This design comes from an exercise in tuning for small area, a short achievable clock period and few clock cycles per item on the open sky130 flow, not from production work. At most, simulation tests tie the RTL to the original design; equivalence was not proved. Only the layout flow was run in run 7; the RTL was not checked for function there. Power and IR drop assume default switching activity.

==> design.v <==
`timescale 1ns / 1ps
module memoryModule #(
	parameter ramWidth = 8,
	parameter addrSize = 8) (
	input clk, rst, isIndirect,
	input [1:0] cntrl,
	input [addrSize-1:0] addr,
	input [ramWidth-1:0] dataIn,
	output [ramWidth-1:0] dataOut,
	output dataReady
	);
	reg ph;                  
	reg [15:0] ptrH, ptrL;   
	wire [7:0] rdata;
	wire startInd = cntrl[1] & isIndirect & ~ph;
	assign dataReady = cntrl[1] & (ph | ~isIndirect);
	assign dataOut = rdata;
	wire we = cntrl == 2'b11 && (ph || !isIndirect);
	wire [7:0] wdata = rst ? 8'd0 : we ? dataIn : rdata;
	wire [7:0] lt = addr & {8{~ph}};
	wire [7:0] lf = ~addr & {8{~ph}};
	wire [15:0] H, L;
	genvar g, b;
	generate
		for (g = 0; g < 16; g = g + 1) begin : dec
			g_a41o uh (.a1(g[3] ? lt[7] : lf[7]), .a2(g[2] ? lt[6] : lf[6]),
			           .a3(g[1] ? lt[5] : lf[5]), .a4(g[0] ? lt[4] : lf[4]),
			           .b1(ptrH[g]), .y(H[g]));
			g_a41o ul (.a1(g[3] ? lt[3] : lf[3]), .a2(g[2] ? lt[2] : lf[2]),
			           .a3(g[1] ? lt[1] : lf[1]), .a4(g[0] ? lt[0] : lf[0]),
			           .b1(ptrL[g]), .y(L[g]));
		end
	endgenerate
	wire [255:0] row;
	wire [2047:0] words;
	generate
		for (g = 0; g < 256; g = g + 1) begin : word
			reg [7:0] q;
			g_a21o ur (.a1(H[g/16]), .a2(L[g%16]), .b1(rst), .y(row[g]));
			assign words[g*8 +: 8] = q;
			always @(posedge clk)
				if (row[g]) q <= wdata;
		end
	endgenerate
	generate
		for (b = 0; b < 8; b = b + 1) begin : rbit
			wire [15:0] sa, sb, t;
			wire [7:0] s3;
			wire [3:0] s4;
			for (g = 0; g < 16; g = g + 1) begin : grp
				g_ao8 ua (.r(L[7:0]),
				          .q({words[(16*g+7)*8+b], words[(16*g+6)*8+b], words[(16*g+5)*8+b], words[(16*g+4)*8+b],
				              words[(16*g+3)*8+b], words[(16*g+2)*8+b], words[(16*g+1)*8+b], words[(16*g)*8+b]}),
				          .y(sa[g]));
				g_ao8 ub (.r(L[15:8]),
				          .q({words[(16*g+15)*8+b], words[(16*g+14)*8+b], words[(16*g+13)*8+b], words[(16*g+12)*8+b],
				              words[(16*g+11)*8+b], words[(16*g+10)*8+b], words[(16*g+9)*8+b], words[(16*g+8)*8+b]}),
				          .y(sb[g]));
				g_o21ai uo (.a1(sa[g]), .a2(sb[g]), .b1(H[g]), .y(t[g]));
			end
			for (g = 0; g < 8; g = g + 1) begin : t3
				g_nand2 u (.a(t[2*g]), .b(t[2*g+1]), .y(s3[g]));
			end
			for (g = 0; g < 4; g = g + 1) begin : t4
				g_nor2 u (.a(s3[2*g]), .b(s3[2*g+1]), .y(s4[g]));
			end
			g_nand4 t5 (.a(s4[0]), .b(s4[1]), .c(s4[2]), .d(s4[3]), .y(rdata[b]));
		end
	endgenerate
	integer m;
	always @(posedge clk) begin
		if (rst) ph <= 1'b0;
		else ph <= startInd;
		for (m = 0; m < 16; m = m + 1) begin
			ptrH[m] <= ~rst & startInd & (rdata[7:4] == m);
			ptrL[m] <= ~rst & startInd & (rdata[3:0] == m);
		end
	end
endmodule
module g_a41o (input a1, a2, a3, a4, b1, output y);
	assign y = (a1 & a2 & a3 & a4) | b1;
endmodule
module g_a21o (input a1, a2, b1, output y);
	assign y = (a1 & a2) | b1;
endmodule
module g_ao8 (input [7:0] r, input [7:0] q, output y);
	assign y = ~(~((r[0] & q[0]) | (r[1] & q[1])) & ~((r[2] & q[2]) | (r[3] & q[3])) &
	             ~((r[4] & q[4]) | (r[5] & q[5])) & ~((r[6] & q[6]) | (r[7] & q[7])));
endmodule
module g_o21ai (input a1, a2, b1, output y);
	assign y = ~((a1 | a2) & b1);
endmodule
module g_nand4 (input a, b, c, d, output y);
	assign y = ~(a & b & c & d);
endmodule
module g_nand2 (input a, b, output y);
	assign y = ~(a & b);
endmodule
module g_nor2 (input a, b, output y);
	assign y = ~(a | b);
endmodule
==> flow/run.sh <==
#!/bin/bash
# Standard layout, with the ports buffered by plain buffers (buf_4, which the
# resizer may size up or down within the buf footprint) instead of the delay
# cells buffer_ports picks by default.
set -euo pipefail
bash standard.sh "BUFFER_PORTS_ARGS=-buffer_cell sky130_fd_sc_hd__buf_4" finish > standard.log 2>&1
==> standard.sh <==
#!/bin/bash
# synth_recipe.tcl (not shown) runs the flow's synth.tcl, then flattens the netlist and writes it again
# the make line also repeats each setting of config.mk as NAME=value (left out here)
make -C /OpenROAD-flow-scripts/flow DESIGN_CONFIG=/design/flow/config.mk WORK_HOME=/design/flow/orfs CLKGATE_MAP_FILE= SYNTH_SCRIPT=/design/flow/synth_recipe.tcl "${@:-finish}"
==> config.mk <==
export PLATFORM = sky130hd
export DESIGN_NAME = memoryModule
export DESIGN_NICKNAME = memoryModule
export VERILOG_FILES = /design/flow/design.v
export SDC_FILE = /design/flow/constraint.sdc
export NUM_CORES = 4
export LEC_CHECK = 0
export CAP_MARGIN = 20
export CORE_MARGIN = 2
export CORE_UTILIZATION = 60
export CTS_CLUSTER_DIAMETER = 80
export CTS_CLUSTER_SIZE = 28
export GPL_TIMING_DRIVEN = 0
export SETUP_SLACK_MARGIN = 1.4
export SLEW_MARGIN = 20
export SYNTH_HIERARCHICAL = 1
export SYNTH_MINIMUM_KEEP_SIZE = 0
export TNS_END_PERCENT = 5
==> constraint.sdc <==
create_clock -name core_clock -period 6.0 [get_ports {clk}]
set_input_delay 1.2000 -clock core_clock [delete_from_list [all_inputs] [get_ports {clk}]]
set_output_delay 1.2000 -clock core_clock [all_outputs]
set_load 0.01 [all_outputs]
==> impl_metrics.ini, run 1 <==
[synth]
syn_area_um2 = 75300
synth_cells = 3975
synth.area.top_cells = edfxtp_1, a22oi_1, a21o_1
yosys.area.top_type = edfxtp_1
ys_types = 24
syn_area_per_cell_um2 = 18.9
syn_nets = 3996
synth_top_area_frac = 0.817
ys_ff_latch = 2081
seq_area_frac_synth = 0.826
ys_warn_count = 7

[sta]
finalMaxSlewViolations = 0
finalHoldViolations = 0
max_slew_margin = 0.480
fmaxAchievable_mhz = 195
worst_pin_slew_ps = 779
fin_worst_skew_ps = 53.3
setup_violations = 0
post-route-period-util = 0.854
setup_tns_ps = 0
rsz0062_at_grt = yes
layout_min_cycle_time_ps = 5120
setup_ws_ps = 877

[critical_path]
crit_top_cell = buf_12
slowest_delay_ps = 380
critPathBufInv = 6
worst_setup_path_start_kind = input port
crit_slowest_cell = a41o_4
rr_startpoint = ph$_SDFF_PP0_
cp-end-kind = output pin
cpLargestDelayFamily = simple AND/OR/NAND/NOR gates
crit_chain = buf_12 > and2b_4 > buf_12 > a41o_4 > buf_12 > buf_16 > a22oi_2 > nand4_1 > o21ai_2 > nand2_2 > nor2_4 > nand4_1 > buf_6 > buf_6
worstPathRequired_ps = 4800
arrival_ps = 3920
path_class = in -> out
critPathMaxFanout = 7
startpoint = addr[1]

[cts]
clk_pin_slew_worst_paths_ps = 110
clockBufferDepth = 3
cts.sinks = 2081
cts_hold_buf = 0
clock_latency_ps = 750
cts_buffers = 91
htree_levels = 3
cts_tree = built
root_buffer = clkbuf_16

[cells_and_area]
nets = 4402
final_core_util = 0.699
drive_above_1_share = 0.156
diodes = 0
multi_input_area_um2 = 14800
seq_area_um2 = 62200
fillers = 7574
area_growth_pct = 15.2

[die]
coreArea_um2 = 124000
io-pin-count = 30
die_width_um = 358
fp.dieH_um = 358
die-area_um2 = 128000
rows = 129
initial_utilization = 0.607

[power_and_ir_drop]
switching_power_mw = 6.85
seqPwrFrac = 0.641
vdd_drop_max_uv = 277
power_frac_clock = 0.251
p_int_mw = 22.1
power_mw = 28.9
p_leak_nw = 30.2
swShare = 0.237
power_density_nw_per_um2 = 333
pwr-share-comb = 0.108

[route]
postRouteAntennaNets = 0
detail_route.first_pass.iterations = 7
drc = 0
wl_mm = 204
via_per_inst = 7.17
drtIter0Drc = 7208
avgRoutedWirePerCell_um = 33.6
num_vias = 43500

[global_route]
grt_pass1_wl_mm = 289
grt_max_degree = 95
grt_overflow = 0
grt.total_usage = 0.316
grt_antenna_before_repair = 5
first_global_vias = 41600

[placed_design]
dp_hpwl_mm = 118
place_ws_ps = -769
gp_congestion = 0.807
numPortBuffers = 29

[worst_hold_path]
min_path_type = in -> reg
hp-start = dataIn[2]

[outcome]
outcome = complete, no violations

[run]
maxCapViolations = 0
## worst reg2reg max path, delay by kind of cell (launching register included)
kind | cells | cell delay (ps)
AND/OR/NAND/NOR | 6 | 960
AO/OA/AOI/OAI | 3 | 670
buffers and inverters | 11 | 2200
flip-flops | 1 | 400
multiplexers | 1 | 350
## modules after synthesis, one instance, submodules excluded
module | cell area (µm²) | cells | times used | flip-flops and latches
g_a21o | 7.51 | 1 | 256 | 0
g_a41o | 10.0 | 1 | 32 | 0
g_ao8 | 36.3 | 5 | 256 | 0
g_nand2 | 3.75 | 1 | 64 | 0
g_nand4 | 6.26 | 1 | 8 | 0
g_nor2 | 3.75 | 1 | 32 | 0
g_o21ai | 5.00 | 1 | 128 | 0
memoryModule | 62700 | 2175 | 1 | 2081
## per-layer routing
metal,part of all wire,track usage,wire [µm],vias to the layer above
met5,0.00011,0,22,-
met4,0.028,0.0862,5630,4
met2,0.47,0.487,95100,2550
li1,-,-,-,18200
met1,0.40,0.472,80900,22500
met3,0.11,0.0582,22000,278
## power groups by stage
stage          clock network (mW)  registers (mW)  logic (mW)
6_report                     7.24            18.5        3.14
5_1_grt                      7.83            18.6        3.28
4_1_cts                      7.32            18.5        3.07
3_5_place_dp                    0            18.8        2.71
3_3_place_gp                    0            19.0        2.04
2_1_floorplan                   0            18.8        1.14
## layout make-up
cell class / instances / share of cell area
timing repair buffer: 293 / 0.0577
multi-input combinational: 1910 / 0.170
sequential: 2081 / 0.717
tap: 1637 / 0.0236
buffer: 4 / 0.000519
clock buffer: 108 / 0.0277
clock inverter: 28 / 0.00326
## flip-flops by register name (all words and copies together) (netlist names)
name and flops:
word.q 2048, ptrH 16, ptrL 16, ph 1
## final timing paths
kind | endpoint | slack, ps | depth (start not counted)
worst max register to register | word[54].q[3]$_DFFE_PP_ | 1230 | 21
worst max-delay path | dataOut[7] | 880 | 14
worst min register to register | ptrH[0]$_DFF_P_ | 1050 | 8
worst min-delay path | word[133].q[2]$_DFFE_PP_ | 960 | 3
## metrics by stage
stage / instances / cell area [µm²] / hold slack [ps]
CTS: 6050 / 86400 / 1000
global placement: 5641 / 77900 / 1160
global route: 6061 / 86700 / 947
finish: 6061 / 86700 / 959
detailed placement: 5776 / 81100 / 1120
floorplan: 3975 / 75600 / 779
## layout by cell type, fill, tap and decap left out, types with 15 or more instances in the layout
cell type	instances
buf_16	103
buf_12	17
clkbuf_16	96
clkbuf_1	15
a22oi_2	79
nand2b_1	20
nor2_4	25
a41o_2	18
a22oi_1	945
buf_6	15
a41o_4	34
o21ai_2	59
a21o_1	256
buf_8	35
o21ai_1	65
dfxtp_1	32
edfxtp_1	2048
nand2_1	38
nand4_1	264
buf_4	115
nor2_1	32
nand2_2	28
## cells by family (layout without fill, tap and decap cells)
group	Yosys count	after routing	share of synthesized area
flip-flops	2081	2081	0.826
AO/OA/AOI/OAI	1440	1460	0.140
AND/OR/NAND/NOR	442	442	0.0327
buffers and inverters	4	433	0.000316
multiplexers	8	8	0.00106
## Yosys cell counts (all sizes together)
cell type  number
a21o          256
a22oi        1024
a41o           32
and2            1
and2b           4
and3            1
and4bb          1
buf             2
clkbuf          2
dfxtp          33
edfxtp       2048
mux2i           8
nand2          66
nand2b         21
nand3           2
nand3b          4
nand4         264
nor2           64
nor2b           4
nor3            8
o21ai         128
or3b            2
## repair_timing
action,CTS,global route
cloned,37,1
setup endpoints to repair,2088,734
gates resized for setup,250,44
buffers inserted,101,10
pin swaps,121,40
Testbench counts, summed over its fixed seeds: cycles 7,680, items 6,400.
==> run 2: changes to the inputs <==
--- a/config.mk
+++ b/config.mk
@@ -11,7 +11,7 @@
 export CTS_CLUSTER_DIAMETER = 80
 export CTS_CLUSTER_SIZE = 28
 export GPL_TIMING_DRIVEN = 0
-export SETUP_SLACK_MARGIN = 1.4
+export SETUP_SLACK_MARGIN = 0.7
 export SLEW_MARGIN = 20
 export SYNTH_HIERARCHICAL = 1
 export SYNTH_MINIMUM_KEEP_SIZE = 0
==> impl_metrics.ini, run 2 <==
[global_route]
grt_max_degree = 95
grt_overflow = 0
grt_antenna_before_repair = 1
grt_pass1_wl_mm = 277
grt.total_usage = 0.300
first_global_vias = 40800

[placed_design]
place_inst = 5776
gp_congestion = 0.807
dp_hpwl_mm = 118
numPortBuffers = 29

[cells_and_area]
largest_reg_flops = 2048
final_cell_mix = edfxtp_1, a22oi_1, nand4_1
fillers = 7801
area_growth_pct = 12.9
drive_above_1_share = 0.113
final_core_util = 0.685
final_common_cell = edfxtp_1
nets = 4339
top_register = word.q
layoutNonFillerInstCount = 5999
top_regs = word.q x2048, ptrH x16, ptrL x16

[critical_path]
worstPathRequired_ps = 4800
cp-end-kind = output pin
reg2reg_slack_ps = 850
path_class = in -> out
reg2reg_to = word[52].q[7]$_DFFE_PP_
slowest_delay_ps = 390
crit_chain = buf_4 > and2b_4 > buf_4 > a41o_4 > buf_16 > a22oi_1 > nand4_1 > o21ai_1 > nand2_1 > nor2_2 > nand4_1 > buf_4 > buf_4
arrival_ps = 4190
rr_startpoint = ph$_SDFF_PP0_
reg2reg_depth = 19
critPathMaxFanout = 63
crit_top_cell = buf_4
crit_slowest_cell = a41o_4
worst_setup_path_start_kind = input port

[run]
maxCapViolations = 0

[die]
coreArea_um2 = 124000
die_width_um = 358
fp.dieH_um = 358
rows = 129
io-pin-count = 30
die-area_um2 = 128000
initial_utilization = 0.607

[cts]
clk_pin_slew_worst_paths_ps = 80
root_buffer = clkbuf_16
clockBufferDepth = 3
htree_levels = 3
cts_buffers = 91
cts_tree = built
clock_latency_ps = 740
cts.sinks = 2081
cts_hold_buf = 0

[power_and_ir_drop]
p_leak_nw = 29.6
vdd_drop_max_uv = 291
power_mw = 28.7
power_density_nw_per_um2 = 337

[worst_hold_path]
hp-start = dataIn[3]
min_path_type = in -> reg
hold_end = word[131].q[3]$_DFFE_PP_
min_path_cells = 3

[synth]
seq_area_frac_synth = 0.826
synth.area.top_cells = edfxtp_1, a22oi_1, a21o_1
syn_area_per_cell_um2 = 18.9
synth_top_area_frac = 0.817
synth_flop_cell = edfxtp_1
ys_ff_latch = 2081
yosys.area.top_type = edfxtp_1
syn_area_um2 = 75300
synth-async-reset-ratio = 0
ys_warn_count = 7
syn_nets = 3996
ys_types = 24
ys_top_cells_by_count = edfxtp_1, a22oi_1, nand4_1, a21o_1, o21ai_1
synth_cells = 3975
yosysMostFrequentCell = edfxtp_1
synth_edf_count = 2048

[route]
detail_route.first_pass.iterations = 6
num_vias = 42700
wl_mm = 196
via_per_inst = 7.11
avgRoutedWirePerCell_um = 32.6
drtIter0Drc = 6588
postRouteAntennaNets = 0
drc = 0

[sta]
finalMaxSlewViolations = 0
worst_pin_slew_ps = 1170
finalHoldViolations = 0
layout_min_cycle_time_ps = 5390
fmaxAchievable_mhz = 185
max_slew_margin = 0.221
rsz0062_at_grt = yes
post-route-period-util = 0.899
fin_worst_skew_ps = 51.2
hold_ws_ps = 1030
setup_violations = 0

[outcome]
outcome = complete, no violations
-- run 2: kinds of logic after synthesis --
group | Yosys count | share of synthesized area
compound gates | 1440 | 0.140
mux | 8 | 0.00106
buf+inv | 4 | 0.000316
flops | 2081 | 0.826
simple gates | 442 | 0.0327
-- run 2: timing repair --
action,CTS,global route
buffers inserted,51,14
gates resized for setup,75,29
pin swaps,34,19
gates cloned,17,4
endpoints found under the setup margin,2036,62
-- run 2: how the worst max path moves through the flow --
stage | endpoint | startpoint | depth (start not counted)
after floorplan | word[0].q[0]$_DFFE_PP_ | addr[3] | 10
after global placement | word[114].q[5]$_DFFE_PP_ | addr[3] | 11
after detailed placement | word[52].q[0]$_DFFE_PP_ | addr[2] | 19
after CTS | dataOut[4] | addr[2] | 13
after global routing | dataOut[7] | addr[0] | 14
final | dataOut[5] | addr[1] | 13
-- run 2: worst max-delay path: cells and delay by family --
| kind | cells | cell delay (ps) |
|---|---|---|
| AO/OA/AOI/OAI | 3 | 1020 |
| buffers and inverters | 5 | 870 |
| AND/OR/NAND/NOR | 5 | 940 |
-- run 2: power by group --
part	switching [mW]	internal, mW	total (mW)
combinational	2.00	0.933	2.93
clock	4.28	2.95	7.23
sequential	0.450	18.1	18.5
total	6.73	21.9	28.7
-- run 2: cell type report --
class / instances / area [µm²] / area share
Multi-Input combinational cell: 1910 / 14100 / 0.165
Tap cell: 1637 / 2050 / 0.0241
Antenna cell: 1 / 2.50 / 0.0000294
Clock buffer: 108 / 2400 / 0.0283
Timing Repair Buffer: 230 / 4000 / 0.0471
Sequential cell: 2081 / 62200 / 0.731
Clock inverter: 28 / 283 / 0.00333
Buffer: 4 / 33.8 / 0.000397
-- run 2: routing by layer --
layer,GRT usage,part of all wire,up-vias
li1,-,-,18000
met3,0.0520,0.10,237
met2,0.474,0.47,2313
met1,0.446,0.40,22100
met4,0.0659,0.023,2
met5,0,0.000066,-
-- run 2: metrics by stage --
stage / TNS (ps) / setup slack, ps / cell area (µm²)
2_1_floorplan: -1249390 / -650 / 75600
3_3_place_gp: - / -6310 / 77900
3_5_place_dp: -178150 / -769 / 81100
4_1_cts: 0 / 681 / 84700
5_1_grt: 0 / 669 / 85000
6_report: 0 / 606 / 85000
-- run 2: Yosys stat by module, one instance, submodules excluded --
module,cells inside,times used,flops+latches
g_nand4,1,8,0
memoryModule,2175,1,2081
g_nor2,1,32,0
g_a21o,1,256,0
g_ao8,5,256,0
g_o21ai,1,128,0
g_nand2,1,64,0
g_a41o,1,32,0
==> run 3: changes to the inputs <==
--- a/config.mk
+++ b/config.mk
@@ -11,7 +11,7 @@
 export CTS_CLUSTER_DIAMETER = 80
 export CTS_CLUSTER_SIZE = 28
 export GPL_TIMING_DRIVEN = 0
-export SETUP_SLACK_MARGIN = 0.7
+export SETUP_SLACK_MARGIN = 1.0
 export SLEW_MARGIN = 20
 export SYNTH_HIERARCHICAL = 1
 export SYNTH_MINIMUM_KEEP_SIZE = 0
==> impl_metrics.ini, run 3 <==
[critical_path]
critPathMaxFanout = 32
crit_slowest_cell = a41o_4
reg2reg_to = word[52].q[7]$_DFFE_PP_
worst_setup_path_start_kind = input port
reg2reg_slack_ps = 1080
rr_startpoint = ph$_SDFF_PP0_
arrival_ps = 3910
startpoint = addr[1]
crit_end = dataOut[2]
cp-end-kind = output pin
worstPathRequired_ps = 4800
slowest_delay_ps = 380
path_class = in -> out
reg2reg_depth = 20
crit_chain = buf_12 > and2b_4 > buf_12 > a41o_4 > buf_16 > a22oi_1 > nand4_1 > o21ai_1 > nand2_1 > nor2_1 > nand4_1 > buf_4 > buf_4

[die]
io-pin-count = 30
die-area_um2 = 128000
fp.dieH_um = 358
die_width_um = 358
rows = 129
initial_utilization = 0.607
coreArea_um2 = 124000

[global_route]
grt_max_degree = 95
grt_pass1_wl_mm = 287
grt.total_usage = 0.312
grt_antenna_before_repair = 2
grt_overflow = 0
first_global_vias = 41400

[route]
detail_route.first_pass.iterations = 6
wl_mm = 201
postRouteAntennaNets = 0
drtIter0Drc = 6852
drc = 0
via_per_inst = 7.15
num_vias = 43100
avgRoutedWirePerCell_um = 33.4

[placed_design]
gp_congestion = 0.807
dp_hpwl_mm = 118
numPortBuffers = 29
place_ws_ps = -769
placed_area_um2 = 81100

[cts]
clock_latency_ps = 740
cts_buffers = 91
cts_tree = built
root_buffer = clkbuf_16
cts.sinks = 2081
htree_levels = 3
clk_pin_slew_worst_paths_ps = 100
clockBufferDepth = 3

[synth]
ys_ff_latch = 2081
ys_types = 24
seq_area_frac_synth = 0.826
ys_warn_count = 7
yosysMostFrequentCell = edfxtp_1
synth-async-reset-ratio = 0
syn_area_per_cell_um2 = 18.9
syn_nets = 3996
synth_top_area_frac = 0.817
synth_edf_count = 2048
synth.area.top_cells = edfxtp_1, a22oi_1, a21o_1
ys_top_cells_by_count = edfxtp_1, a22oi_1, nand4_1, a21o_1, o21ai_1
synth_flop_cell = edfxtp_1
synth_cells = 3975
yosys.area.top_type = edfxtp_1
syn_area_um2 = 75300

[sta]
fmaxAchievable_mhz = 196
rsz0062_at_grt = yes
setup_violations = 0
max_slew_margin = 0.456
setup_tns_ps = 0
setup_ws_ps = 885
finalHoldViolations = 0
worst_pin_slew_ps = 816
fin_worst_skew_ps = 47.6
post-route-period-util = 0.852
finalMaxSlewViolations = 0
layout_min_cycle_time_ps = 5110

[run]
maxCapViolations = 0

[cells_and_area]
nets = 4372
top_register = word.q
final_core_util = 0.695
final_cell_mix = edfxtp_1, a22oi_1, nand4_1
fin_area_um2 = 86300
largest_reg_flops = 2048
final_common_cell = edfxtp_1
area_growth_pct = 14.6
drive_above_1_share = 0.148
top_regs = word.q x2048, ptrH x16, ptrL x16

[power_and_ir_drop]
vdd_drop_max_uv = 296
p_leak_nw = 30.0
power_mw = 28.8
power_density_nw_per_um2 = 334

[worst_hold_path]
min_path_type = reg -> reg
hp-start = word[212].q[5]$_DFFE_PP_

[outcome]
outcome = complete, no violations
run 3: cell counts after synthesis:
Identical to the previous run, type by type.
run 3: where the power goes:
group	switching, mW	internal, mW
clock	4.28	2.95
sequential	0.468	18.1
combinational	2.05	0.990
total	6.80	22.0
run 3: metal layers:
metal  wire length, µm  track usage  part of all wire  vias up
met5                 0            0                 0        -
met4              5440       0.0808             0.027        0
met3             21200       0.0544              0.11      278
met2             94600        0.485              0.47     2516
met1             80100        0.468              0.40    22200
li1                  -            -                 -    18100
run 3: area by class of cell:
cell class	instances	area, µm²
diodes	1	2.50
plain buffers	4	45.0
clock buffers	108	2400
clock inverters	28	283
fillers	7626	37800
multi-input cells	1910	14700
flip-flops and latches	2081	62200
well taps	1637	2050
repair buffers	263	4640
run 3: worst max-delay path, delay by kind of cell:
family          cells  cell delay [ps]
buf+inv             5              800
compound gates      3              950
simple gates        5              910
run 3: cells by family (layout without fill, tap and decap cells):
logic type      after synthesis  count (layout)  share of synthesized area
buf+inv                       4             403                   0.000316
flops                      2081            2081                      0.826
compound gates             1440            1460                      0.140
other cells                   0               1                          0
mux                           8               8                    0.00106
simple gates                442             442                     0.0327
run 3: worst min path at each step:
stage / end / slack [ps] / cells past startpoint
finish: ptrH[0]$_DFF_P_ / 1020 / 8
global route: ph$_SDFF_PP0_ / 1020 / 3
CTS: ptrH[0]$_DFF_P_ / 1000 / 8
detailed placement: word[75].q[6]$_DFFE_PP_ / 1120 / 2
global placement: ph$_SDFF_PP0_ / 1160 / 2
floorplan: ph$_SDFF_PP0_ / 780 / 2
run 3: per-module statistics from Yosys, one instance, submodules excluded:
module,flops+latches,cell area (µm²),cells inside
g_a21o,0,7.51,1
g_a41o,0,10.0,1
g_nand2,0,3.75,1
g_nor2,0,3.75,1
memoryModule,2081,62700,2175
g_ao8,0,36.3,5
g_o21ai,0,5.00,1
g_nand4,0,6.26,1
run 3: stage by stage:
step / hold WS, ps / cells
2_1_floorplan: 779 / 3975
4_1_cts: 1000 / 6028
3_3_place_gp: 1160 / 5641
5_1_grt: 1020 / 6031
6_report: 1020 / 6032
3_5_place_dp: 1120 / 5776
run 3: what timing repair did:
action                     4_1_cts  5_1_grt
cloned                          32        2
resized for setup              213       59
setup endpoints to repair     2088      177
hold buffers                     0        0
setup buffers                   84        1
pin swaps                      103       49
==> run 4: changes to the inputs <==
--- a/config.mk
+++ b/config.mk
@@ -7,7 +7,7 @@
 export LEC_CHECK = 0
 export CAP_MARGIN = 20
 export CORE_MARGIN = 2
-export CORE_UTILIZATION = 60
+export CORE_UTILIZATION = 63
 export CTS_CLUSTER_DIAMETER = 80
 export CTS_CLUSTER_SIZE = 28
 export GPL_TIMING_DRIVEN = 0
==> impl_metrics.ini, run 4 <==
[outcome]
outcome = complete, no violations

[power_and_ir_drop]
seqPwrFrac = 0.652
power_frac_clock = 0.243
p_int_mw = 21.8
power_mw = 28.4
switching_power_mw = 6.60
vdd_drop_max_uv = 255
power_density_nw_per_um2 = 333
pwr-share-comb = 0.105
swShare = 0.232
p_leak_nw = 29.8

[sta]
worst_pin_slew_ps = 1110
finalMaxSlewViolations = 0
finalHoldViolations = 0
max_slew_margin = 0.262
post-route-period-util = 0.862
setup_violations = 0
fmaxAchievable_mhz = 193
fin_worst_skew_ps = 37.2
rsz0062_at_grt = yes
layout_min_cycle_time_ps = 5170

[synth]
ys_ff_latch = 2081
ys_warn_count = 7
syn_area_per_cell_um2 = 18.9
syn_area_um2 = 75300
seq_area_frac_synth = 0.826
synth-async-reset-ratio = 0
synth_flop_cell = edfxtp_1
syn_nets = 3996
yosys.area.top_type = edfxtp_1
synth_cells = 3975
ys_types = 24
synth_edf_count = 2048
ys_top_cells_by_count = edfxtp_1, a22oi_1, nand4_1, a21o_1, o21ai_1
synth_top_area_frac = 0.817
synth.area.top_cells = edfxtp_1, a22oi_1, a21o_1
yosysMostFrequentCell = edfxtp_1

[placed_design]
numPortBuffers = 29
dp_hpwl_mm = 118
gp_congestion = 0.819

[global_route]
grt_pass1_wl_mm = 283
first_global_vias = 41300
grt_overflow = 0
grt.total_usage = 0.324
grt_max_degree = 90
grt_antenna_before_repair = 10

[critical_path]
reg2reg_to = word[244].q[2]$_DFFE_PP_
rr_startpoint = ph$_SDFF_PP0_
worstPathRequired_ps = 4800
startpoint = addr[3]
cp-end-kind = output pin
arrival_ps = 3970
reg2reg_depth = 19
path_class = in -> out
worst_setup_path_start_kind = input port
crit_end = dataOut[7]
reg2reg_slack_ps = 950
critPathMaxFanout = 10

[cells_and_area]
fillers = 7008
largest_reg_flops = 2048
final_cell_mix = edfxtp_1, a22oi_1, nand4_1
multi_input_area_um2 = 14200
seq_area_um2 = 62200
top_regs = word.q x2048, ptrH x16, ptrL x16
final_core_util = 0.722
top_register = word.q
area_growth_pct = 13.3
drive_above_1_share = 0.122
nets = 4356
final_common_cell = edfxtp_1

[die]
die_width_um = 350
rows = 126
coreArea_um2 = 118000
fp.dieH_um = 350
io-pin-count = 30
die-area_um2 = 122000
initial_utilization = 0.637

[cts]
cts_tree = built
clockBufferDepth = 3
cts_hold_buf = 0
clk_pin_slew_worst_paths_ps = 110
root_buffer = clkbuf_16
cts.sinks = 2081
htree_levels = 3
clock_latency_ps = 730
cts_buffers = 85

[route]
drc = 0
drtIter0Drc = 7298
wl_mm = 200
avgRoutedWirePerCell_um = 33.8
via_per_inst = 7.33
postRouteAntennaNets = 0
num_vias = 43300
detail_route.first_pass.iterations = 6

[worst_hold_path]
min_path_type = in -> reg

[run]
maxCapViolations = 0
run 4: logic make-up (layout without fill, tap and decap cells):
logic type	Yosys count	count (layout)	synth area share
AO/OA/AOI/OAI	1440	1457	0.140
multiplexers	8	9	0.00106
AND/OR/NAND/NOR	442	442	0.0327
flip-flops	2081	2081	0.826
other	0	4	0
buffers and inverters	4	373	0.000316
run 4: what timing repair did:
item,CTS,global route
endpoints found under the setup margin,2088,151
cloned,30,0
setup buffers,77,1
pin swaps,52,0
resized for setup,159,0
run 4: worst min-delay path by stage:
stage	from	end	slack, ps	depth (start not counted)
3_5_place_dp	ptrL[7]$_DFF_P_	word[167].q[5]$_DFFE_PP_	1170	2
4_1_cts	isIndirect	ph$_SDFF_PP0_	1030	3
6_report	isIndirect	ph$_SDFF_PP0_	1060	3
3_3_place_gp	word[193].q[0]$_DFFE_PP_	ptrL[0]$_DFF_P_	1180	7
5_1_grt	isIndirect	ph$_SDFF_PP0_	1040	3
2_1_floorplan	ph$_SDFF_PP0_	ph$_SDFF_PP0_	780	2
run 4: worst max-delay path, stage by stage:
cell	delay, ps
buf_4	140
nor2b_4	170
buf_12	160
a41o_4	300
buf_16	180
buf_4	140
a22oi_1	330
nand4_1	140
o21ai_1	200
nand2_1	190
nor2_2	320
nand4_1	130
buf_4	200
buf_4	150
run 4: per-stage QoR:
| step | instances | hold slack, ps | TNS [ps] | setup slack [ps] | area [µm²] |
|---|---|---|---|---|---|
| 2_1_floorplan | 3975 | 779 | -1249390 | -650 | 75600 |
| 3_3_place_gp | 5540 | 1180 | - | -6130 | 77800 |
| 3_5_place_dp | 5675 | 1170 | -90050 | -452 | 81100 |
| 4_1_cts | 5896 | 1030 | 0 | 992 | 85300 |
| 5_1_grt | 5898 | 1040 | 0 | 806 | 85300 |
| 6_report | 5902 | 1060 | 0 | 830 | 85300 |
run 4: Yosys stat by module, one instance, submodules excluded:
| module | cell area, µm² | times used | flip-flops and latches |
|---|---|---|---|
| memoryModule | 62700 | 1 | 2081 |
| g_ao8 | 36.3 | 256 | 0 |
| g_a41o | 10.0 | 32 | 0 |
| g_a21o | 7.51 | 256 | 0 |
| g_nand4 | 6.26 | 8 | 0 |
| g_o21ai | 5.00 | 128 | 0 |
| g_nand2 | 3.75 | 64 | 0 |
| g_nor2 | 3.75 | 32 | 0 |
run 4: cell type report:
class | instances | area share
tap | 1536 | 0.0225
sequential | 2081 | 0.729
buffer | 4 | 0.000528
multi-input combinational | 1908 | 0.167
clock buffer | 104 | 0.0265
clock inverter | 10 | 0.00180
timing repair buffer | 255 | 0.0533
antenna | 4 | 0.000117
run 4: metal layers:
| layer | vias to the layer above | track usage | share of wire |
|---|---|---|---|
| met4 | 10 | 0.0866 | 0.029 |
| met3 | 321 | 0.0506 | 0.11 |
| li1 | 18000 | - | - |
| met5 | - | 0 | 0.00030 |
| met1 | 22200 | 0.483 | 0.39 |
| met2 | 2682 | 0.511 | 0.47 |
run 4: power groups by stage:
stage	clock [mW]	sequential (mW)	combinational (mW)
after global placement	0	19.0	2.01
after CTS	6.97	18.5	2.95
final	6.90	18.5	3.00
after detailed placement	0	18.8	2.70
after floorplan	0	18.8	1.14
after global routing	7.43	18.6	3.13
==> run 5: changes to the inputs <==
--- a/design.v
+++ b/design.v
@@ -31,12 +31,19 @@
 			           .b1(ptrL[g]), .y(L[g]));
 		end
 	endgenerate
+	wire [15:0] Hwn, Lwn;
+	generate
+		for (g = 0; g < 16; g = g + 1) begin : wdec
+			g_nor2 uh (.a(H[g]), .b(rst), .y(Hwn[g]));
+			g_nor2 ul (.a(L[g]), .b(rst), .y(Lwn[g]));
+		end
+	endgenerate
 	wire [255:0] row;
 	wire [2047:0] words;
 	generate
 		for (g = 0; g < 256; g = g + 1) begin : word
 			reg [7:0] q;
-			g_a21o ur (.a1(H[g/16]), .a2(L[g%16]), .b1(rst), .y(row[g]));
+			g_nor2 ur (.a(Hwn[g/16]), .b(Lwn[g%16]), .y(row[g]));
 			assign words[g*8 +: 8] = q;
 			always @(posedge clk)
 				if (row[g]) q <= wdata;
@@ -80,9 +87,6 @@
 module g_a41o (input a1, a2, a3, a4, b1, output y);
 	assign y = (a1 & a2 & a3 & a4) | b1;
 endmodule
-module g_a21o (input a1, a2, b1, output y);
-	assign y = (a1 & a2) | b1;
-endmodule
 module g_ao8 (input [7:0] r, input [7:0] q, output y);
 	assign y = ~(~((r[0] & q[0]) | (r[1] & q[1])) & ~((r[2] & q[2]) | (r[3] & q[3])) &
 	             ~((r[4] & q[4]) | (r[5] & q[5])) & ~((r[6] & q[6]) | (r[7] & q[7])));
--- a/config.mk
+++ b/config.mk
@@ -7,7 +7,7 @@
 export LEC_CHECK = 0
 export CAP_MARGIN = 20
 export CORE_MARGIN = 2
-export CORE_UTILIZATION = 63
+export CORE_UTILIZATION = 60
 export CTS_CLUSTER_DIAMETER = 80
 export CTS_CLUSTER_SIZE = 28
 export GPL_TIMING_DRIVEN = 0
==> impl_metrics.ini, run 5 <==
[worst_hold_path]
min_path_type = reg -> reg

[power_and_ir_drop]
power_density_nw_per_um2 = 339
p_leak_nw = 27.9
vdd_drop_max_uv = 273
switching_power_mw = 7.12
pwr-share-comb = 0.121
swShare = 0.245
power_frac_clock = 0.252
p_int_mw = 22.0
seqPwrFrac = 0.628

[global_route]
grt.total_usage = 0.339
grt_antenna_before_repair = 2
grt_pass1_wl_mm = 301
first_global_vias = 40700
grt_overflow = 0
grt_max_degree = 57

[sta]
setup_violations = 0
fmaxAchievable_mhz = 195
worst_pin_slew_ps = 1250
max_slew_margin = 0.168
post-route-period-util = 0.853
finalHoldViolations = 0
hold_ws_ps = 1010
finalMaxSlewViolations = 0
layout_min_cycle_time_ps = 5120
fin_worst_skew_ps = 23.6
rsz0062_at_grt = yes

[synth]
yosysMostFrequentCell = edfxtp_1
synth.area.top_cells = edfxtp_1, a22oi_1, nand4_1
syn_area_per_cell_um2 = 18.6
seq_area_frac_synth = 0.835
synth-async-reset-ratio = 0
ys_types = 23
syn_nets = 4028
ys_ff_latch = 2081
synth_flop_cell = edfxtp_1
ys_warn_count = 7
ys_top_cells_by_count = edfxtp_1, a22oi_1, nor2_1, nand4_1, o21ai_1
syn_area_um2 = 74500
synth_cells = 4007
synth_edf_count = 2048
synth_top_area_frac = 0.826
yosys.area.top_type = edfxtp_1

[cts]
clk_pin_slew_worst_paths_ps = 90
cts_buffers = 89
clock_latency_ps = 720
clockBufferDepth = 3
cts.sinks = 2081
htree_levels = 3
cts_tree = built
root_buffer = clkbuf_16
cts_hold_buf = 0

[cells_and_area]
largest_reg_flops = 2048
top_register = word.q
fillers = 7893
area_growth_pct = 15.3
final_common_cell = edfxtp_1
final_cell_mix = edfxtp_1, a22oi_1, nor2_1
seq_area_um2 = 62200
nets = 4427
final_core_util = 0.695
top_regs = word.q x2048, ptrH x16, ptrL x16
drive_above_1_share = 0.144
multi_input_area_um2 = 13600

[critical_path]
arrival_ps = 3920
critPathMaxFanout = 45
crit_top_cell = buf_4
worstPathRequired_ps = 4800
cp-end-kind = output pin
path_class = in -> out
worst_setup_path_start_kind = input port
slowest_delay_ps = 310
crit_chain = buf_4 > and2b_4 > buf_4 > a41o_4 > buf_16 > a22oi_1 > nand4_1 > o21ai_2 > nand2_2 > nor2_4 > nand4_1 > buf_4 > buf_4
crit_slowest_cell = a41o_4

[die]
coreArea_um2 = 123000
io-pin-count = 30
fp.dieH_um = 356
initial_utilization = 0.603
die-area_um2 = 127000
rows = 129
die_width_um = 356

[route]
wl_met1_mm = 83.1
highest_layer = met4
wl_mm = 218
via_per_inst = 7.10
detail_route.first_pass.iterations = 6
postRouteAntennaNets = 0
avgRoutedWirePerCell_um = 35.7
wl_met3_mm = 22.0
num_vias = 43200
wl_met2_mm = 102
drc = 0
drtIter0Drc = 7042

[outcome]
outcome = complete, no violations

[run]
maxCapViolations = 0

[placed_design]
gp_congestion = 0.815
numPortBuffers = 29
dp_hpwl_mm = 129
## run 5: layout make-up
class	instances	share of cell area
Buffer	4	0.000525
Clock inverter	23	0.00315
Antenna cell	5	0.000146
Sequential cell	2081	0.724
Multi-Input combinational cell	1941	0.159
Timing Repair Buffer	289	0.0618
Tap cell	1637	0.0239
Clock buffer	110	0.0280
## run 5: metal layers
metal,track usage,vias up
met5,0,-
met4,0.144,0
met3,0.0559,385
met2,0.524,2623
met1,0.486,22300
li1,-,18000
## run 5: stage by stage
step / power [mW] / setup WS, ps / instance area (µm²) / setup TNS (ps) / instances
floorplan: 19.9 / -551 / 74800 / -1045430 / 4007
global placement: 21.2 / -6200 / 77000 / - / 5673
detailed placement: 21.7 / -948 / 80900 / -468610 / 5829
CTS: 29.1 / 990 / 85400 / 0 / 6072
global route: 29.9 / 903 / 85800 / 0 / 6085
finish: 29.1 / 882 / 85900 / 0 / 6090
## run 5: path summary, 6_finish.rpt
kind,startpoint,endpoint,slack (ps),depth (start not counted)
max,addr[1],dataOut[3],880,13
min,word[175].q[4]$_DFFE_PP_,ptrH[4]$_DFF_P_,1010,8
max reg2reg,ph$_SDFF_PP0_,word[241].q[4]$_DFFE_PP_,980,20
min reg2reg,word[175].q[4]$_DFFE_PP_,ptrH[4]$_DFF_P_,1010,8
## run 5: timing repair
action                                  4_1_cts  5_1_grt
setup buffers                                77        7
endpoints found under the setup margin     2088       67
pin swaps                                    53       37
gates cloned                                 33        6
resized for setup                           133       48
## run 5: Yosys stat by module, one instance, submodules excluded, excerpt
module / cell area (µm²) / times used / cells inside
g_a41o: 10.0 / 32 / 1
g_ao8: 36.3 / 256 / 5
g_nand2: 3.75 / 64 / 1
g_nor2: 3.75 / 320 / 1
g_o21ai: 5.00 / 128 / 1
memoryModule: 62700 / 1 / 2175
## run 5: cells by family after synthesis
logic type / Yosys count / share of synthesized area
mux: 8 / 0.00108
simple gates: 730 / 0.0476
flops: 2081 / 0.835
compound gates: 1184 / 0.116
buf+inv: 4 / 0.000319
## run 5: worst max-delay path: cells and delay by family
kind                   cells  cell delay [ps]
AND/OR/NAND/NOR            5              900
AO/OA/AOI/OAI              3              890
buffers and inverters      5              830
## run 5: power groups by stage
| stage | registers, mW | logic, mW | clock network (mW) |
|---|---|---|---|
| after floorplan | 18.6 | 1.30 | 0 |
| after global placement | 18.8 | 2.42 | 0 |
| after detailed placement | 18.6 | 3.17 | 0 |
| after CTS | 18.2 | 3.43 | 7.38 |
| after global routing | 18.4 | 3.65 | 7.87 |
| final | 18.3 | 3.51 | 7.32 |
Testbench counts of run 5, summed over its fixed seeds: cycles 7,680, items 6,400.
==> run 6: changes to the inputs <==
--- a/config.mk
+++ b/config.mk
@@ -8,8 +8,8 @@
 export CAP_MARGIN = 20
 export CORE_MARGIN = 2
 export CORE_UTILIZATION = 60
-export CTS_CLUSTER_DIAMETER = 80
-export CTS_CLUSTER_SIZE = 28
+export CTS_CLUSTER_DIAMETER = 90
+export CTS_CLUSTER_SIZE = 32
 export GPL_TIMING_DRIVEN = 0
 export SETUP_SLACK_MARGIN = 1.0
 export SLEW_MARGIN = 20
==> impl_metrics.ini, run 6 <==
[sta]
worst_pin_slew_ps = 1180
setup_ws_ps = 839
hold_ws_ps = 991
post-route-period-util = 0.860
layout_min_cycle_time_ps = 5160
finalHoldViolations = 0
max_slew_margin = 0.215
fmaxAchievable_mhz = 194
setup_violations = 0
finalMaxSlewViolations = 0
fin_worst_skew_ps = 49.0
rsz0062_at_grt = yes

[route]
drc = 0
avgRoutedWirePerCell_um = 35.9
drtIter0Drc = 6969
detail_route.first_pass.iterations = 6
wl_mm = 218
via_per_inst = 7.12
num_vias = 43100
postRouteAntennaNets = 0

[die]
io-pin-count = 30
die_width_um = 356
die-area_um2 = 127000
rows = 129
coreArea_um2 = 123000
initial_utilization = 0.603
fp.dieH_um = 356

[synth]
synth-async-reset-ratio = 0
yosysMostFrequentCell = edfxtp_1
synth_cells = 4007
ys_types = 23
syn_area_um2 = 74500
ys_top_cells_by_count = edfxtp_1, a22oi_1, nor2_1, nand4_1, o21ai_1
syn_area_per_cell_um2 = 18.6
synth.area.top_cells = edfxtp_1, a22oi_1, nand4_1
syn_nets = 4028
seq_area_frac_synth = 0.835
ys_warn_count = 7
synth_flop_cell = edfxtp_1
ys_ff_latch = 2081
yosys.area.top_type = edfxtp_1
synth_top_area_frac = 0.826
synth_edf_count = 2048

[global_route]
grt_pass1_wl_mm = 302
grt.total_usage = 0.341
grt_overflow = 0
grt_antenna_before_repair = 6
first_global_vias = 40700
grt_max_degree = 57

[cts]
root_buffer = clkbuf_16
clockBufferDepth = 3
cts_tree = built
cts_hold_buf = 0
htree_levels = 3
cts_buffers = 75
clk_pin_slew_worst_paths_ps = 110
cts.sinks = 2081
clock_latency_ps = 720

[critical_path]
crit_chain = buf_4 > nor2b_4 > buf_6 > a41o_4 > buf_16 > buf_4 > a22oi_1 > nand4_1 > o21ai_1 > nand2_1 > nor2_1 > nand4_1 > buf_4 > buf_4
critPathMaxFanout = 6
reg2reg_slack_ps = 1000
startpoint = addr[3]
slowest_delay_ps = 310
path_class = in -> out
reg2reg_to = word[50].q[2]$_DFFE_PP_
cp-end-kind = output pin
crit_slowest_cell = o21ai_1
arrival_ps = 3960
crit_top_cell = buf_4
rr_startpoint = ph$_SDFF_PP0_
worst_setup_path_start_kind = input port
worstPathRequired_ps = 4800
reg2reg_depth = 20

[power_and_ir_drop]
p_int_mw = 21.4
pwr-share-comb = 0.124
vdd_drop_max_uv = 296
power_frac_clock = 0.232
swShare = 0.244
power_density_nw_per_um2 = 332
p_leak_nw = 27.7
switching_power_mw = 6.91
seqPwrFrac = 0.644

[cells_and_area]
area_growth_pct = 14.5
top_regs = word.q x2048, ptrH x16, ptrL x16
final_common_cell = edfxtp_1
largest_reg_flops = 2048
drive_above_1_share = 0.135
final_core_util = 0.691
fillers = 7909
final_cell_mix = edfxtp_1, a22oi_1, nor2_1
top_register = word.q
nets = 4414

[placed_design]
place_ws_ps = -948
dp_hpwl_mm = 129
numPortBuffers = 29
gp_congestion = 0.815

[run]
maxCapViolations = 0

[worst_hold_path]
min_path_type = in -> reg
hp-start = dataIn[4]
hold_end = word[137].q[4]$_DFFE_PP_
min_path_cells = 3

[outcome]
outcome = complete, no violations
[run 6: cell counts after synthesis]
No cell type changed its count.
[run 6: worst max path at each step]
stage,end,slack [ps],depth (start not counted)
floorplan,word[0].q[0]$_DFFE_PP_,-550,10
global placement,word[48].q[1]$_DFFE_PP_,-6200,11
detailed placement,word[240].q[0]$_DFFE_PP_,-950,18
CTS,dataOut[1],1000,15
global route,dataOut[4],870,15
finish,dataOut[7],840,14
[run 6: area by class of cell]
cell class	count	area [µm²]	share of cell area
Sequential cell	2081	62200	0.729
Buffer	4	45.0	0.000528
Clock inverter	2	38.8	0.000455
Timing Repair Buffer	291	5330	0.0625
Multi-Input combinational cell	1940	13600	0.159
Tap cell	1637	2050	0.0240
Clock buffer	92	2050	0.0240
Antenna cell	7	17.5	0.000205
[run 6: Yosys stat by module, one instance, submodules excluded, excerpt]
module	flip-flops and latches	times used
memoryModule	2081	1
g_ao8	0	256
g_a41o	0	32
g_nand4	0	8
g_nor2	0	320
g_nand2	0	64
[run 6: layer usage]
metal | part of all wire | global-route usage | routed length, µm
met1 | 0.38 | 0.489 | 83400
met2 | 0.47 | 0.536 | 103000
met3 | 0.099 | 0.0548 | 21500
met4 | 0.045 | 0.132 | 9690
met5 | 0.00016 | 0 | 35
[run 6: power by group through the flow]
stage	logic, mW	registers (mW)	clock network, mW
2_1_floorplan	1.30	18.6	0
5_1_grt	3.65	18.4	7.05
6_report	3.51	18.3	6.57
3_3_place_gp	2.42	18.8	0
3_5_place_dp	3.17	18.6	0
4_1_cts	3.44	18.2	6.59
[run 6: stage by stage]
stage,TNS [ps],instances,power [mW],area (µm²)
finish,0,6054,28.3,85300
global route,0,6048,29.1,85300
CTS,0,6045,28.3,85100
detailed placement,-468610,5829,21.7,80900
global placement,-,5673,21.2,77000
floorplan,-1045430,4007,19.9,74800
[run 6: kinds of logic after synthesis]
kind of cell,Yosys count,share of synthesized area
multiplexers,8,0.00108
buffers and inverters,4,0.000319
flip-flops,2081,0.835
AO/OA/AOI/OAI,1184,0.116
AND/OR/NAND/NOR,730,0.0476
[run 6: worst max-delay path: cells and delay by family]
family,cells,cell delay (ps)
AO/OA/AOI/OAI,3,860
AND/OR/NAND/NOR,5,910
buffers and inverters,6,990
[run 6: what timing repair did]
action / in CTS / in global routing
setup endpoints to repair: 2088 / 81
setup buffers: 86 / 1
cloned: 36 / 1
pin swaps: 65 / 20
gates resized for setup: 153 / 25
==> run 7: changes to the inputs <==
--- a/design.v
+++ b/design.v
@@ -14,15 +14,23 @@
 	wire [7:0] rdata;
 	wire startInd = cntrl[1] & isIndirect & ~ph;
 	assign dataReady = cntrl[1] & (ph | ~isIndirect);
-	assign dataOut = rdata;
 	wire we = cntrl == 2'b11 && (ph || !isIndirect);
 	wire [7:0] wdata = rst ? 8'd0 : we ? dataIn : rdata;
-	wire [7:0] lt = addr & {8{~ph}};
-	wire [7:0] lf = ~addr & {8{~ph}};
-	wire [15:0] H, L;
+	wire [7:0] lt0, lf0, lt1, lf1;
 	genvar g, b;
 	generate
+		for (b = 0; b < 8; b = b + 1) begin : lit
+			g_lit u0 (.a(addr[b]), .p(ph), .t(lt0[b]), .f(lf0[b]));
+			g_lit u1 (.a(addr[b]), .p(ph), .t(lt1[b]), .f(lf1[b]));
+		end
+	endgenerate
+	wire [15:0] H, L;
+	generate
 		for (g = 0; g < 16; g = g + 1) begin : dec
+			wire [7:0] lt = {g[0] ? lt1[7:5] : lt0[7:5], g[3] ? lt1[4] : lt0[4],
+			                 g[0] ? lt1[3:1] : lt0[3:1], g[3] ? lt1[0] : lt0[0]};
+			wire [7:0] lf = {g[0] ? lf1[7:5] : lf0[7:5], g[3] ? lf1[4] : lf0[4],
+			                 g[0] ? lf1[3:1] : lf0[3:1], g[3] ? lf1[0] : lf0[0]};
 			g_a41o uh (.a1(g[3] ? lt[7] : lf[7]), .a2(g[2] ? lt[6] : lf[6]),
 			           .a3(g[1] ? lt[5] : lf[5]), .a4(g[0] ? lt[4] : lf[4]),
 			           .b1(ptrH[g]), .y(H[g]));
@@ -72,6 +80,7 @@
 				g_nor2 u (.a(s3[2*g]), .b(s3[2*g+1]), .y(s4[g]));
 			end
 			g_nand4 t5 (.a(s4[0]), .b(s4[1]), .c(s4[2]), .d(s4[3]), .y(rdata[b]));
+			g_nand4 t5o (.a(s4[0]), .b(s4[1]), .c(s4[2]), .d(s4[3]), .y(dataOut[b]));
 		end
 	endgenerate
 	integer m;
@@ -83,6 +92,10 @@
 			ptrL[m] <= ~rst & startInd & (rdata[3:0] == m);
 		end
 	end
+endmodule
+module g_lit (input a, p, output t, f);
+	assign t = a & ~p;
+	assign f = ~a & ~p;
 endmodule
 module g_a41o (input a1, a2, a3, a4, b1, output y);
 	assign y = (a1 & a2 & a3 & a4) | b1;
--- a/config.mk
+++ b/config.mk
@@ -8,8 +8,8 @@
 export CAP_MARGIN = 20
 export CORE_MARGIN = 2
 export CORE_UTILIZATION = 60
-export CTS_CLUSTER_DIAMETER = 90
-export CTS_CLUSTER_SIZE = 32
+export CTS_CLUSTER_DIAMETER = 80
+export CTS_CLUSTER_SIZE = 28
 export GPL_TIMING_DRIVEN = 0
 export SETUP_SLACK_MARGIN = 1.0
 export SLEW_MARGIN = 20
==> impl_metrics.ini, run 7 <==
[outcome]
outcome = complete, no violations

[critical_path]
reg2reg_slack_ps = 1010
reg2reg_depth = 19
rr_startpoint = ph$_SDFF_PP0_
worstPathRequired_ps = 4800
critPathMaxFanout = 6
arrival_ps = 4010
worst_setup_path_start_kind = input port
reg2reg_to = word[48].q[3]$_DFFE_PP_
path_class = in -> out
cp-end-kind = output pin

[synth]
syn_area_per_cell_um2 = 18.5
synth_flop_cell = edfxtp_1
syn_area_um2 = 74700
ys_types = 20
synth_cells = 4036
synth_edf_count = 2048
ys_warn_count = 7
synth-async-reset-ratio = 0
syn_nets = 4057
synth.area.top_cells = edfxtp_1, a22oi_1, nand4_1
yosys.area.top_type = edfxtp_1
seq_area_frac_synth = 0.832
yosysMostFrequentCell = edfxtp_1
synth_top_area_frac = 0.823
ys_top_cells_by_count = edfxtp_1, a22oi_1, nor2_1, nand4_1, o21ai_1
ys_ff_latch = 2081

[sta]
max_slew_margin = 0.346
rsz0062_at_grt = yes
post-route-period-util = 0.868
finalMaxSlewViolations = 0
layout_min_cycle_time_ps = 5210
finalHoldViolations = 0
fmaxAchievable_mhz = 192
setup_violations = 0
fin_worst_skew_ps = 28.2
worst_pin_slew_ps = 978

[cts]
clock_latency_ps = 730
cts_hold_buf = 0
clockBufferDepth = 3
cts_buffers = 86
htree_levels = 3
cts.sinks = 2081
clk_pin_slew_worst_paths_ps = 100
cts_tree = built
root_buffer = clkbuf_16

[route]
wl_mm = 239
drtIter0Drc = 9149
num_vias = 45100
detail_route.first_pass.iterations = 6
postRouteAntennaNets = 0
avgRoutedWirePerCell_um = 38.9
wl_met2_mm = 107
wl_met3_mm = 33.0
drc = 0
via_per_inst = 7.37
highest_layer = met5
wl_met1_mm = 90.5

[placed_design]
placed_area_um2 = 80600
dp_hpwl_mm = 126
numPortBuffers = 29
gp_congestion = 0.812

[power_and_ir_drop]
swShare = 0.248
switching_power_mw = 7.21
seqPwrFrac = 0.629
pwr-share-comb = 0.123
p_int_mw = 21.8
p_leak_nw = 28.3
power_frac_clock = 0.248
power_density_nw_per_um2 = 335
vdd_drop_max_uv = 285

[run]
maxCapViolations = 0

[die]
rows = 129
die_width_um = 357
coreArea_um2 = 124000
io-pin-count = 30
fp.dieH_um = 357
initial_utilization = 0.604
die-area_um2 = 127000

[cells_and_area]
final_cell_mix = edfxtp_1, a22oi_1, nor2_1
top_regs = word.q x2048, ptrH x16, ptrL x16
final_common_cell = edfxtp_1
multi_input_area_um2 = 14300
largest_reg_flops = 2048
top_register = word.q
seq_area_um2 = 62200
area_growth_pct = 16.2
final_core_util = 0.702
drive_above_1_share = 0.157
fin_area_um2 = 86800
fillers = 7882
nets = 4466

[global_route]
first_global_vias = 41300
grt_max_degree = 113
grt_antenna_before_repair = 14
grt_overflow = 0
grt.total_usage = 0.366
grt_pass1_wl_mm = 320

[worst_hold_path]
hp-start = isIndirect
min_path_type = in -> reg
min_path_cells = 3
hold_end = ph$_SDFF_PP0_
-- run 7: changes by cell type in the layout (fill, tap and decap cells not counted), sizes merged, moves of 7 or more --
cell    before  now
buf        279  268
clkbuf      95  124
nand4      264  272
nor2b        4   20
nand2       66   75
nor2       352  362
inv          1    8
-- run 7: power groups by stage --
| stage | clock, mW | combinational (mW) | sequential, mW |
|---|---|---|---|
| after floorplan | 0 | 1.31 | 18.6 |
| after global placement | 0 | 2.47 | 18.7 |
| after detailed placement | 0 | 3.11 | 18.6 |
| after CTS | 7.18 | 3.42 | 18.2 |
| after global routing | 7.67 | 3.68 | 18.4 |
| final | 7.20 | 3.58 | 18.3 |
-- run 7: how the worst max path moves through the flow --
stage / from / to / slack (ps) / cells after the start
2_1_floorplan: addr[1] / word[0].q[6]$_DFFE_PP_ / -520 / 10
3_3_place_gp: ph$_SDFF_PP0_ / word[58].q[3]$_DFFE_PP_ / -6200 / 10
3_5_place_dp: addr[1] / word[62].q[3]$_DFFE_PP_ / -230 / 17
4_1_cts: ph$_SDFF_PP0_ / dataOut[3] / 990 / 14
5_1_grt: ph$_SDFF_PP0_ / dataOut[7] / 880 / 13
6_report: addr[1] / dataOut[6] / 790 / 11
-- run 7: per-stage QoR --
stage	power (mW)	std cells	worst slack (ps)	hold slack (ps)	setup TNS, ps
5_1_grt	29.7	6123	879	771	0
4_1_cts	28.8	6098	993	738	0
3_5_place_dp	21.7	5835	-235	827	-19110
2_1_floorplan	19.9	4036	-519	839	-727530
3_3_place_gp	21.2	5702	-6200	1050	-
6_report	29.1	6126	791	783	0
-- run 7: cell families (layout without fill, tap and decap cells) --
| group | count (synthesis) | in the layout | share of synthesized area |
|---|---|---|---|
| DFF | 2081 | 2081 | 0.832 |
| buffers and inverters | 2 | 428 | 0.000201 |
| AOI/OAI and AO/OA | 1184 | 1208 | 0.116 |
| other | 0 | 3 | 0 |
| muxes | 8 | 8 | 0.00121 |
| and+or+nand+nor | 761 | 761 | 0.0509 |
-- run 7: area by class of cell --
cell class              instances  area share
multi-input cells            1977       0.165
plain buffers                   2    0.000173
clock inverters                18     0.00238
flip-flops and latches       2081       0.716
repair buffers                297      0.0661
diodes                          3   0.0000865
clock buffers                 111      0.0266
well taps                    1637      0.0236
-- run 7: modules after synthesis (local to each module, per instance) --
| module | flip-flops and latches | area, µm² | cells inside | times used |
|---|---|---|---|---|
| g_nand2 | 0 | 3.75 | 1 | 64 |
| g_nand4 | 0 | 6.26 | 1 | 16 |
| g_ao8 | 0 | 36.3 | 5 | 256 |
| g_nor2 | 0 | 3.75 | 1 | 320 |
| g_a41o | 0 | 10.0 | 1 | 32 |
| memoryModule | 2081 | 62600 | 2164 | 1 |
| g_lit | 0 | 17.5 | 2 | 16 |
| g_o21ai | 0 | 5.00 | 1 | 128 |
-- run 7: repair_timing --
action	4_1_cts	5_1_grt
setup buffers	76	10
pin swaps	87	74
gates resized for setup	201	80
gates cloned	58	14
setup endpoints to repair	1779	159
-- run 7: worst max-delay path, cell delays in order --
cell,delay [ps]
buf_6,120
nor2b_4,170
a41o_2,470
clkbuf_16,270
a22oi_2,290
nand4_1,250
o21ai_1,220
nand2_2,120
nor2_4,210
nand4_1,380
buf_4,300
-- run 7: per-layer routing --
layer,track usage,vias to the layer above
met5,0,-
met4,0.122,20
met3,0.0912,409
met2,0.536,3407
met1,0.548,23200
li1,-,18100
==> run 8: changes to the inputs <==
--- a/design.v
+++ b/design.v
@@ -14,6 +14,7 @@
 	wire [7:0] rdata;
 	wire startInd = cntrl[1] & isIndirect & ~ph;
 	assign dataReady = cntrl[1] & (ph | ~isIndirect);
+	assign dataOut = rdata;
 	wire we = cntrl == 2'b11 && (ph || !isIndirect);
 	wire [7:0] wdata = rst ? 8'd0 : we ? dataIn : rdata;
 	wire [7:0] lt0, lf0, lt1, lf1;
@@ -80,7 +81,6 @@
 				g_nor2 u (.a(s3[2*g]), .b(s3[2*g+1]), .y(s4[g]));
 			end
 			g_nand4 t5 (.a(s4[0]), .b(s4[1]), .c(s4[2]), .d(s4[3]), .y(rdata[b]));
-			g_nand4 t5o (.a(s4[0]), .b(s4[1]), .c(s4[2]), .d(s4[3]), .y(dataOut[b]));
 		end
 	endgenerate
 	integer m;
--- a/config.mk
+++ b/config.mk
@@ -11,6 +11,7 @@
 export CTS_CLUSTER_DIAMETER = 80
 export CTS_CLUSTER_SIZE = 28
 export GPL_TIMING_DRIVEN = 0
+export PLACE_DENSITY = 0.66
 export SETUP_SLACK_MARGIN = 1.0
 export SLEW_MARGIN = 20
 export SYNTH_HIERARCHICAL = 1
==> impl_metrics.ini, run 8 <==
[outcome]
outcome = complete, no violations

[synth]
synth-compound-area-share = 0.116
syn_nets = 4049
syn_area_um2 = 74700
yosys.area_share.simple = 0.0502
yosysMostFrequentCell = edfxtp_1
ys_ff_latch = 2081
synth_cells = 4028
synthAdderAreaFrac = 0
synth_flop_cell = edfxtp_1
ys_types = 20
seq_area_frac_synth = 0.833
syn_area_per_cell_um2 = 18.5
synth_top_family_by_area = compound AO/OA/AOI/OAI gates
ys_warn_count = 7
synth_mux_area_frac = 0.00121
synth_xor_xnor_area_share = 0
synth_edf_count = 2048
yosys.area.top_type = edfxtp_1
ys_top_cells_by_count = edfxtp_1, a22oi_1, nor2_1, nand4_1, o21ai_1
synth-async-reset-ratio = 0
synth_top_area_frac = 0.824
synth.area.top_cells = edfxtp_1, a22oi_1, nand4_1

[global_route]
first_global_vias = 41300
grt_overflow = 0
grt_pass1_wl_mm = 306
grt_antenna_before_repair = 7
grt_max_degree = 117
grt.total_usage = 0.344

[cts]
clockBufferDepth = 3
clk_pin_slew_worst_paths_ps = 110
htree_levels = 3
cts_buffers = 87
cts.sinks = 2081
cts_tree = built
clock_latency_ps = 730
root_buffer = clkbuf_16

[cells_and_area]
largest_reg_flops = 2048
nets = 4439
top_register = word.q
top_regs = word.q x2048, ptrH x16, ptrL x16
final_common_cell = edfxtp_1
final_cell_mix = edfxtp_1, a22oi_1, nor2_1
area_growth_pct = 14.9
fillers = 7860
drive_above_1_share = 0.142

[die]
die-area_um2 = 127000
die_width_um = 357
fp.dieH_um = 357
initial_utilization = 0.604
coreArea_um2 = 124000
rows = 129
io-pin-count = 30

[critical_path]
cp-end-kind = output pin
critPathMaxFanout = 7
worst_setup_path_start_kind = input port
rr_startpoint = ph$_SDFF_PP0_
crit_slowest_cell = a41o_4
crit_chain = buf_4 > nor2b_4 > buf_6 > a41o_4 > buf_16 > a22oi_2 > nand4_1 > o21ai_2 > nand2_2 > nor2_4 > nand4_1 > buf_4
path_class = in -> out
startpoint = addr[3]
slowest_delay_ps = 400
arrival_ps = 3970
worstPathRequired_ps = 4800

[route]
wl_mm = 227
detail_route.first_pass.iterations = 6
avgRoutedWirePerCell_um = 37.2
num_vias = 44400
via_per_inst = 7.27
drc = 0
drtIter0Drc = 7869
postRouteAntennaNets = 0

[sta]
finalMaxSlewViolations = 0
setup_tns_ps = 0
worst_pin_slew_ps = 1100
setup_ws_ps = 827
finalHoldViolations = 0
rsz0062_at_grt = yes
layout_min_cycle_time_ps = 5170
fmaxAchievable_mhz = 193
fin_worst_skew_ps = 44.0
setup_violations = 0
max_slew_margin = 0.264
post-route-period-util = 0.862

[power_and_ir_drop]
pwr-share-comb = 0.120
power_mw = 28.9
seqPwrFrac = 0.632
power_frac_clock = 0.248
vdd_drop_max_uv = 396
p_int_mw = 21.8
power_density_nw_per_um2 = 337
p_leak_nw = 27.9
swShare = 0.246
switching_power_mw = 7.12

[worst_hold_path]
hp-start = isIndirect
min_path_type = in -> reg

[run]
maxCapViolations = 0

[placed_design]
place_ws_ps = -135
dp_hpwl_mm = 122
gp_congestion = 0.805
numPortBuffers = 29
[run 8: worst paths after layout]
check	endpoint	slack (ps)	cells after the start
worst max-delay path	dataOut[5]	830	12
worst min-delay path	ph$_SDFF_PP0_	750	3
worst max register to register	word[62].q[5]$_DFFE_PP_	880	16
worst min register to register	ph$_SDFF_PP0_	940	3
[run 8: worst max-delay path, delay by kind of cell]
family,cells,cell delay [ps]
and+or+nand+nor,5,1110
AOI/OAI and AO/OA,3,840
buffers and inverters,4,800
[run 8: power groups by stage]
stage | Sequential, mW | Combinational (mW) | Clock [mW]
3_5_place_dp | 18.6 | 3.00 | 0
2_1_floorplan | 18.6 | 1.30 | 0
6_report | 18.3 | 3.46 | 7.18
5_1_grt | 18.4 | 3.56 | 7.66
4_1_cts | 18.3 | 3.28 | 7.19
3_3_place_gp | 18.7 | 2.38 | 0
[run 8: kinds of logic (layout without fill, tap and decap cells)]
| group | after synthesis | count (layout) |
|---|---|---|
| muxes | 8 | 8 |
| buffers and inverters | 2 | 415 |
| AOI/OAI and AO/OA | 1184 | 1209 |
| and+or+nand+nor | 753 | 753 |
| other | 0 | 6 |
| DFF | 2081 | 2081 |
[run 8: final cells by class]
cell class,instances,area (µm²),area share
Antenna cell,6,15.0,0.000175
Buffer,2,15.0,0.000175
Clock buffer,121,2390,0.0278
Clock inverter,16,180,0.00210
Multi-Input combinational cell,1970,14000,0.163
Sequential cell,2081,62200,0.725
Tap cell,1637,2050,0.0239
Timing Repair Buffer,276,4970,0.0579
[run 8: timing repair]
action | 4_1_cts | 5_1_grt
hold buffers | 0 | 0
endpoints found under the setup margin | 2003 | 122
buffers inserted | 81 | 14
pin swaps | 67 | 57
gates cloned | 34 | 18
resized for setup | 130 | 77
[run 8: modules after synthesis (local to each module, per instance)]
module / times used / cell area [µm²] / cells
g_lit: 16 / 17.5 / 2
g_o21ai: 128 / 5.00 / 1
g_ao8: 256 / 36.3 / 5
g_nand2: 64 / 3.75 / 1
memoryModule: 1 / 62600 / 2164
g_nor2: 320 / 3.75 / 1
g_a41o: 32 / 10.0 / 1
g_nand4: 8 / 6.26 / 1
[run 8: metal layers]
layer | vias to the layer above | routed length, µm | GRT usage
met2 | 3360 | 104000 | 0.518
met3 | 482 | 29500 | 0.0740
met1 | 22600 | 82100 | 0.494
li1 | 18000 | - | -
met4 | 10 | 11700 | 0.149
met5 | - | 65 | 0
[run 8: stage by stage]
stage / hold WS, ps / cells / util / area, µm²
floorplan: 905 / 4028 / - / 74900
global placement: 1140 / 5694 / 0.624 / 77200
detailed placement: 825 / 5818 / 0.650 / 80400
CTS: 714 / 6070 / 0.686 / 84800
global route: 739 / 6103 / 0.694 / 85800
finish: 750 / 6109 / 0.694 / 85800
Testbench counts of run 8, summed over its fixed seeds: cycles 7,680, items 6,400.

==> what the ideal ports hide <==
No port has a modelled driver above. Below, the same layouts with a new extraction and two added sets of constraints. Step 1, drivers: a clkbuf_16 drives clk and a buf_2 each remaining input, both assumed. Step 2 times the ports against the registers' clock, not the clock port: input delays grow and output delays shrink by t, the midpoint of the rising clock arrivals with the driver on. Three values: no drivers, after step 1, after step 2; two values: the first two.
run | shift t [ns] | slack for setup (ns) | hold slack, ns | latest minus earliest clock arrival (ns)
run 1 | 0.797 | 0.877 / 0.795 / 0.356 | 0.959 / 0.903 / 1.047 | 0.053 / 0.054
run 2 | 0.792 | 0.606 / 0.539 / 0.026 | 1.027 / 0.970 / 1.047 | 0.051 / 0.051
run 3 | 0.789 | 0.885 / 0.801 / 0.276 | 1.022 / 0.976 / 1.022 | 0.048 / 0.047
run 4 | 0.788 | 0.830 / 0.759 / 0.041 | 1.063 / 1.007 / 1.092 | 0.038 / 0.037
run 5 | 0.794 | 0.882 / 0.805 / 0.253 | 1.008 / 1.008 / 1.008 | 0.025 / 0.025
run 6 | 0.776 | 0.839 / 0.766 / 0.216 | 0.991 / 0.939 / 1.031 | 0.049 / 0.049
run 7 | 0.796 | 0.791 / 0.720 / 0.312 | 0.783 / 0.723 / 0.892 | 0.028 / 0.029
run 8 | 0.788 | 0.827 / 0.768 / 0.146 | 0.750 / 0.690 / 0.937 | 0.044 / 0.044
After both steps every run listed still meets setup and hold. For run 4, which loses most, drivers alone change the setup slack by -0.071 ns; drivers and shift together by -0.789 ns.
